What follows belongs to an exercise in optimizing a design on an open flow for small area, a short achievable clock period and few clock cycles; a production flow would make more cautious choices. Only the layout flow was run in this run; the RTL was not checked for function there. Power figures rest on the tool's default switching activity, not on a simulated workload.

**flow/config.mk**
```make
export PLATFORM = sky130hd
export DESIGN_NAME = process
export DESIGN_NICKNAME = process
export VERILOG_FILES = /design/flow/design.v
export SDC_FILE = /design/flow/constraint.sdc
export NUM_CORES = 4
export LEC_CHECK = 0
export CAP_MARGIN = 20
export CORE_MARGIN = 2
export CORE_UTILIZATION = 45
export PLACE_DENSITY = 0.6
export SLEW_MARGIN = 20
```
**flow/constraint.sdc**
```tcl
create_clock -name core_clock -period 7.0 [get_ports {clk}]
set_input_delay 1.4000 -clock core_clock [delete_from_list [all_inputs] [get_ports {clk}]]
set_output_delay 1.4000 -clock core_clock [all_outputs]
set_load 0.01 [all_outputs]
```
**flow/design.v**
```verilog
`timescale 1ns / 1ps
module process(
	input clk,				 
	input rst,				 
	input [23:0] in_pix,	 
	output reg [5:0] row, col, 	 
	output reg out_we, 			 
	output reg [23:0] out_pix,	 
	output reg mirror_done,		 
	output reg gray_done,		 
	output reg filter_done);	 
parameter S0 = 5'b00000;  
parameter S1 = 5'b00001;  
parameter S2 = 5'b00010;  
parameter S3 = 5'b00011;  
parameter S4 = 5'b00100;  
parameter S5 = 5'b00101;  
parameter S6 = 5'b00110;  
parameter S7 = 5'b00111;  
parameter S8 = 5'b01000;  
parameter S9 = 5'b01001;  
parameter S10 = 5'b01010; 
parameter S11 = 5'b01011; 
parameter S12 = 5'b01100; 
parameter S13 = 5'b01101; 
parameter S14 = 5'b01110; 
parameter S15 = 5'b01111; 
parameter S16 = 5'b10000; 
parameter S17 = 5'b10001; 
parameter S18 = 5'b10010; 
reg [5:0] state, next_state;
reg [23:0] val1, val2;
reg [7:0] R, G, B, max, min;
reg [8:0] sum_mm;
reg [7:0] memorare_pixeli[0:64];
reg [7:0] element_filtru;
reg signed [12:0] sum_G;
reg [5:0] linie, coloana;
reg [7:0]  termen;
reg        termen_centru;
reg signed [12:0] t_G;
integer i;
wire [7:0] clamp_G = sum_G[12] ? 8'd0 : (|sum_G[11:8]) ? 8'd255 : sum_G[7:0];
always @(*) begin
	termen = 8'd0;
	termen_centru = 1'b0;
	case (state)
		S8:  if (linie != 0 && coloana != 0)  termen = memorare_pixeli[64];
		S9:  if (linie != 0)                  termen = memorare_pixeli[0];
		S10: if (linie != 0 && coloana != 63) termen = in_pix[15:8];
		S11: if (coloana != 0)                termen = memorare_pixeli[63];
		S12: begin termen = element_filtru; termen_centru = 1'b1; end
		S13: if (coloana != 63)               termen = in_pix[15:8];
		S14: if (linie != 63 && coloana != 0) termen = memorare_pixeli[62];
		S15: if (linie != 63)                 termen = in_pix[15:8];
		S16: if (linie != 63 && coloana != 63) termen = in_pix[15:8];
		default: termen = 8'd0;
	endcase
	if (termen_centru)
		t_G = 13'sd9 * $signed({5'b0, termen});
	else
		t_G = -$signed({5'b0, termen});
end
always @(posedge clk) begin
	if (rst) begin
		state <= S0;
	end else begin
		state <= next_state;
		case(state)
			S0: begin
				row <= 6'b000000;
				col <= 6'b000000;
			end
			S1: begin
				val1 <= in_pix;
				row <= 63 - row;
			end
			S2: begin
				val2 <= in_pix;
				row <= 63 - row;
			end
			S3: begin
				if(row == 31) begin
					row <= 0;
					col <= col+1;
				end else begin
					row <= row+1;
				end
			end
			S4: begin
				row <= 6'b000000;
				col <= 6'b000000;
			end
			S5: begin
				if(row == 63) begin
					row <= 0;
					col <= col+1;
				end else begin
					row <= row+1;
				end
			end
			S6: begin
				row <= 6'b000000;
				col <= 6'b000000;
			end
			S7: begin
				element_filtru <= in_pix[15:8];
				linie <= row;
				coloana <= col;
				sum_G <= 0;
				row <= row - 1;
				col <= col - 1;
			end
			S8: begin
				col <= col + 1;
			end
			S9: begin
				col <= col + 1;
			end
			S10: begin
				col <= col - 2;
				row <= row + 1;
			end
			S11: begin
				col <= col + 1;
			end
			S12: begin
				col <= col + 1;
			end
			S13: begin
				row <= row + 1;
				col <= col - 2;
			end
			S14: begin
				col <= col + 1;
			end
			S15: begin
				col <= col + 1;
			end
			S16: begin
				row <= linie;
				col <= coloana;
			end
			S17: begin
				for (i = 64; i > 0; i = i - 1)
					memorare_pixeli[i] <= memorare_pixeli[i-1];
				memorare_pixeli[0] <= element_filtru;
				if(row == 63) begin
					row <= 0;
					col <= col+1;
				end else begin
					row <= row+1;
				end
			end
			default: ;
		endcase
		if (state >= S8 && state <= S16) begin
			sum_G <= sum_G + t_G;
		end
	end
end
always @(*) begin
	mirror_done = 0;
	gray_done = 0;
	filter_done = 0;
	out_we = 0;
	out_pix = 0;
	next_state = state;
	R = in_pix[23:16];
	G = in_pix[15:8];
	B = in_pix[7:0];
	max = 0;
	min = 0;
	sum_mm = 0;
	case(state)
		S0: next_state = S1;
		S1: next_state = S2;
		S2: begin
			out_we = 1;
			out_pix = val1;
			next_state = S3;
		end
		S3: begin
			out_we = 1;
			out_pix = val2;
			if(col == 63 && row == 31)
				next_state = S4;
			else
				next_state = S1;
		end
		S4: begin
			mirror_done = 1;
			next_state = S5;
		end
		S5: begin
			if (R > B && R > G) begin
				max = R;
				if (G < B)
					min = G;
				else
					min = B;
			end else if (G > R && G > B) begin
				max = G;
				if (R < B)
					min = R;
				else
					min = B;
			end else begin
				max = B;
				if (R < G)
					min = R;
				else
					min = G;
			end
			sum_mm = max + min;
			out_we = 1;
			out_pix = {8'b0, sum_mm[8:1], 8'b0};
			if(col == 63 && row == 63)
				next_state = S6;
			else
				next_state = S5;
		end
		S6: begin
			gray_done = 1;
			next_state = S7;
		end
		S7:  next_state = S8;
		S8:  next_state = S9;
		S9:  next_state = S10;
		S10: next_state = S11;
		S11: next_state = S12;
		S12: next_state = S13;
		S13: next_state = S14;
		S14: next_state = S15;
		S15: next_state = S16;
		S16: next_state = S17;
		S17: begin
			out_we = 1;
			out_pix = {8'b0, clamp_G, 8'b0};
			if(col == 63 && row == 63)
				next_state = S18;
			else
				next_state = S7;
		end
		S18: begin
			filter_done = 1;
			next_state = S0;
		end
		default: next_state = S0;
	endcase
end
endmodule
```
**flow/run.sh**
```bash
#!/bin/bash
# synth_recipe.tcl (not shown) runs the flow's synth.tcl, then flattens the netlist and writes it again
# the make line also repeats each setting of config.mk as NAME=value (left out here)
make -C /OpenROAD-flow-scripts/flow DESIGN_CONFIG=/design/flow/config.mk WORK_HOME=/design/flow/orfs CLKGATE_MAP_FILE= SYNTH_SCRIPT=/design/flow/synth_recipe.tcl finish
```
==> run notes <==
==> cell type report <==
| type | instances | area share, % |
|---|---|---|
| clock buffer | 65 | 5.58 |
| timing repair buffer | 158 | 5.15 |
| multi-input combinational | 555 | 15.3 |
| tap | 672 | 3.13 |
| inverter | 41 | 0.572 |
| clock inverter | 44 | 1.43 |
| sequential | 618 | 68.8 |
==> where the power goes <==
group | total (uW) | internal, uW | switching, uW
logic | 464 | 232 | 233
clock network | 3060 | 1730 | 1330
registers | 4060 | 4040 | 24.3
==> logic make-up (layout without fill, tap and decap cells) <==
group	Yosys count	in the layout
buffers and inverters	66	308
xor gates and xnor gates	41	41
muxes	10	10
adders and majority gates	65	65
AOI/OAI and AO/OA	218	218
DFF	618	618
and+or+nand+nor	221	221
==> worst max-delay path, stage by stage <==
cell             delay (ps)
clkdlybuf4s50_1         510
inv_1                    60
ha_1                    340
a21oi_2                 140
a21oi_1                  90
or3_4                   400
nor3_4                  250
buf_6                   170
mux2i_1                 170
o21ai_0                  90
ha_1                    300
buf_4                   130
nand2_1                  70
o41a_1                  400
and4_1                  240
or3_4                   350
dlygate4sd2_1           300
==> state kept, by name, indices dropped and copies added (netlist names) <==
name / count
element_filtru: 8
coloana: 6
col: 6
val2: 24
state: 5
row: 6
memorare_pixeli: 520
val1: 24
sum_G: 13
linie: 6
==> layout by cell type (no fill, tap or decap), drive strengths merged, types with 7 or more instances in the layout <==
cell           instances
nor2b                 11
ha                    61
buf                   95
o21ai                 45
or3                    7
a211oi                 7
clkbuf                65
o211ai                 7
nor2                  62
nor3                  22
mux2i                 10
a21o                  13
nand3                 19
nand2                 61
xnor2                 22
nand4                 10
clkinv                37
edfxtp               613
a222oi                 7
nor4                   7
inv                   40
o22ai                  9
clkdlybuf4s50         58
xor2                  19
a22o                  22
a22oi                 11
a21oi                 48
==> per-layer routing <==
metal  track usage (%)  wire [um]  vias to the layer above
met3              3.14       1630                       46
li1                  -          -                     5285
met5                 0          0                        -
met2              20.4      16200                      207
met1              23.5      20000                     5535
met4              3.92        657                        0
==> per-stage QoR <==
stage / utilization [%] / hold WS, ps / instance area (um^2) / power (uW) / TNS [ps]
after floorplan: - / 400 / 22800 / 4370 / -1368260
after global placement: 49.7 / 403 / 24900 / 4580 / -1490
after detailed placement: 49.7 / 405 / 24900 / 4580 / -1420
after CTS: 53.5 / 399 / 26800 / 7680 / 0
after global routing: 53.7 / 406 / 26900 / 7880 / -92.7
final: 53.7 / 399 / 26900 / 7580 / 0
==> repair_timing <==
action	CTS	global route
resized for setup	14	19
buffers inserted	1	4
setup endpoints to repair	6	5
cloned	0	0
pin swaps	5	6
==> worst paths after layout <==
path	cells past startpoint	end	startpoint	slack [ps]
setup / recovery	17	out_pix[12]	in_pix[11]	190
hold reg to reg	0	memorare_pixeli[30][2]$_DFFE_PP_	memorare_pixeli[29][2]$_DFFE_PP_	400
hold / removal	0	memorare_pixeli[30][2]$_DFFE_PP_	memorare_pixeli[29][2]$_DFFE_PP_	400
setup reg to reg	18	sum_G[12]$_SDFFCE_PN0P_	state[3]$_SDFF_PP0_	710
==> impl_results.md <==
* Clock transition at the registers of the reported paths at ~60 ps
* Top-count cell post-synth: edfxtp_1
* Fraction of layout cells with a size suffix above 1 at ~15%
* Yosys warns at 2
* H-Tree Depth at 2
* Port bufs at 65
* Worst-Margin Slew at 1090 ps
* Pwr/cell area at approximately 280 nW/um^2
* Cell area after synthesis at 22800 um^2
* Vias in the first global route at 10800
* DRT antenna net count at 0
* Worst setup margin at 193 ps
* DR vias/cell at a little over 5
* Layout fillers at 4001
* Synth Area in Compound Gates at 6.91%
* Simple-gate share of the synthesized area at 4.96%
* GRT Total Usage at 14.7%
* Post-Route WL at 38500 um
* Mean Syn Cell Area at between 15 and 20 um^2
* Proportion of synthesized area in mux cells at less than 1%
* Via count at 11100
* Final setup viols at 0
* Starting density of the core at around 46%
* Synthesis-to-finish area growth at 17.9%
* Main flop type after synthesis: edfxtp_1
* Top cell type's share of synthesized area at between 80% and 90%
* Register area at 18500 um^2
* Hold crit path type: reg -> reg
* Cell Count, Final, Fillers Out at about 2200
* HPWL Detailed at 23100 um
* Period utilization at 97.2%
* Hold-fix buffers at CTS at 0
* Pre-CTS setup slack at -364 ps
* Sink Count at 618
* Slew headroom at 27.4%
* Clock Skew at 35.7 ps
* Outcome: no timing/DRC/antenna violations
* Site Rows at 82
* Slew Limit Fails at 0
* Final nets at about 1500
* Global route total overflow at 0
* Multi-input logic area at 4110 um^2
* Clk latency of the worst-skew pair at 620 ps
* WS Path Type: in -> out
* Core footprint at 50100 um^2
* IO Pins at 66
* Synthesized netlist net count at around 1300
* Largest net degree at the start of global routing at 158
* Post-DR wirelength/cell at 17.9 um
* Post-synth ARST share at 0%
* Post-route minimum period at 6810 ps
* DRC errors left at 0
* Worst EP arrival at 5410 ps
* Initial antenna violation count at 0
* Cells after synthesis at 1239
* Clk root buf: clkbuf_16
* Clock buffer depth at 3
* Final hold viol count at 0
* DR pass1 iterations at 6
* Die Wd at 229 um
* Largest family of logic cells by synthesized area: compound AO/OA/AOI/OAI gates
* Post-synthesis adder-cell area fraction at 3.70%
* RSZ-0062 raised after global routing: yes
* Gpl congestion at 0.832
* Top post-synthesis cells by area: edfxtp_1, ha_1, a21oi_1
* Critical Path End Type: output pin
* Crit path launch type: input port
* Initial drt markers at 885
* Synth Area in XOR/XNOR at about 1.6%
* Sequential-to-total area share from yosys stat at roughly four fifths
* First-pass GRT wire length at 60900 um
* Placed instance count at between 2000 and 2500
* Max Clock Freq at 147 MHz
* Req. time, crit path at 5600 ps
* Antenna diodes at 0
* Peak supply drop at 0.208 mV
* Library cells used by synthesis at 81
* CTS tree: done
* Die height at 229 um
* Die footprint at 52500 um^2
* Critical path fanouts, max at 5
* Yosys reg bits at 618
* Synth cell count leaders: edfxtp_1, ha_1, nand2_1, nor2_1, a21oi_1
* Max Cap Violations at 0
* CTS Buf Count at 59
* Leak at about 0.009 uW
* Largest area contributor in the netlist: edfxtp_1
* Number of flops mapped to enable cells by yosys at 613

static timing again, ports no longer ideal:
How much do the figures lean on ideal ports? The routed layout below was timed once more, with nothing changed but the port constraints. Step 1, drivers: a clkbuf_16 drives clk and a buf_2 each remaining input, both assumed. Step 2 adds t to the input delays and takes it off the output delays; t is the mean of the earliest and latest rising clock arrival at the registers after step 1. Input paths then give back, and output paths get back, about the clock's delay inside the block. a / b / c = ideal ports / drivers / drivers and shift; a / b = the first two.
t (ns): 0.665
setup slack, ns: 0.193 / 0.169 / 0.169
latest minus earliest clock arrival (ns): 0.038 / 0.037
pins driven straight from the clock port: 1
After both steps this run still meets setup and hold. For this run, drivers alone change the setup slack by -0.024 ns; drivers and shift together by -0.024 ns.
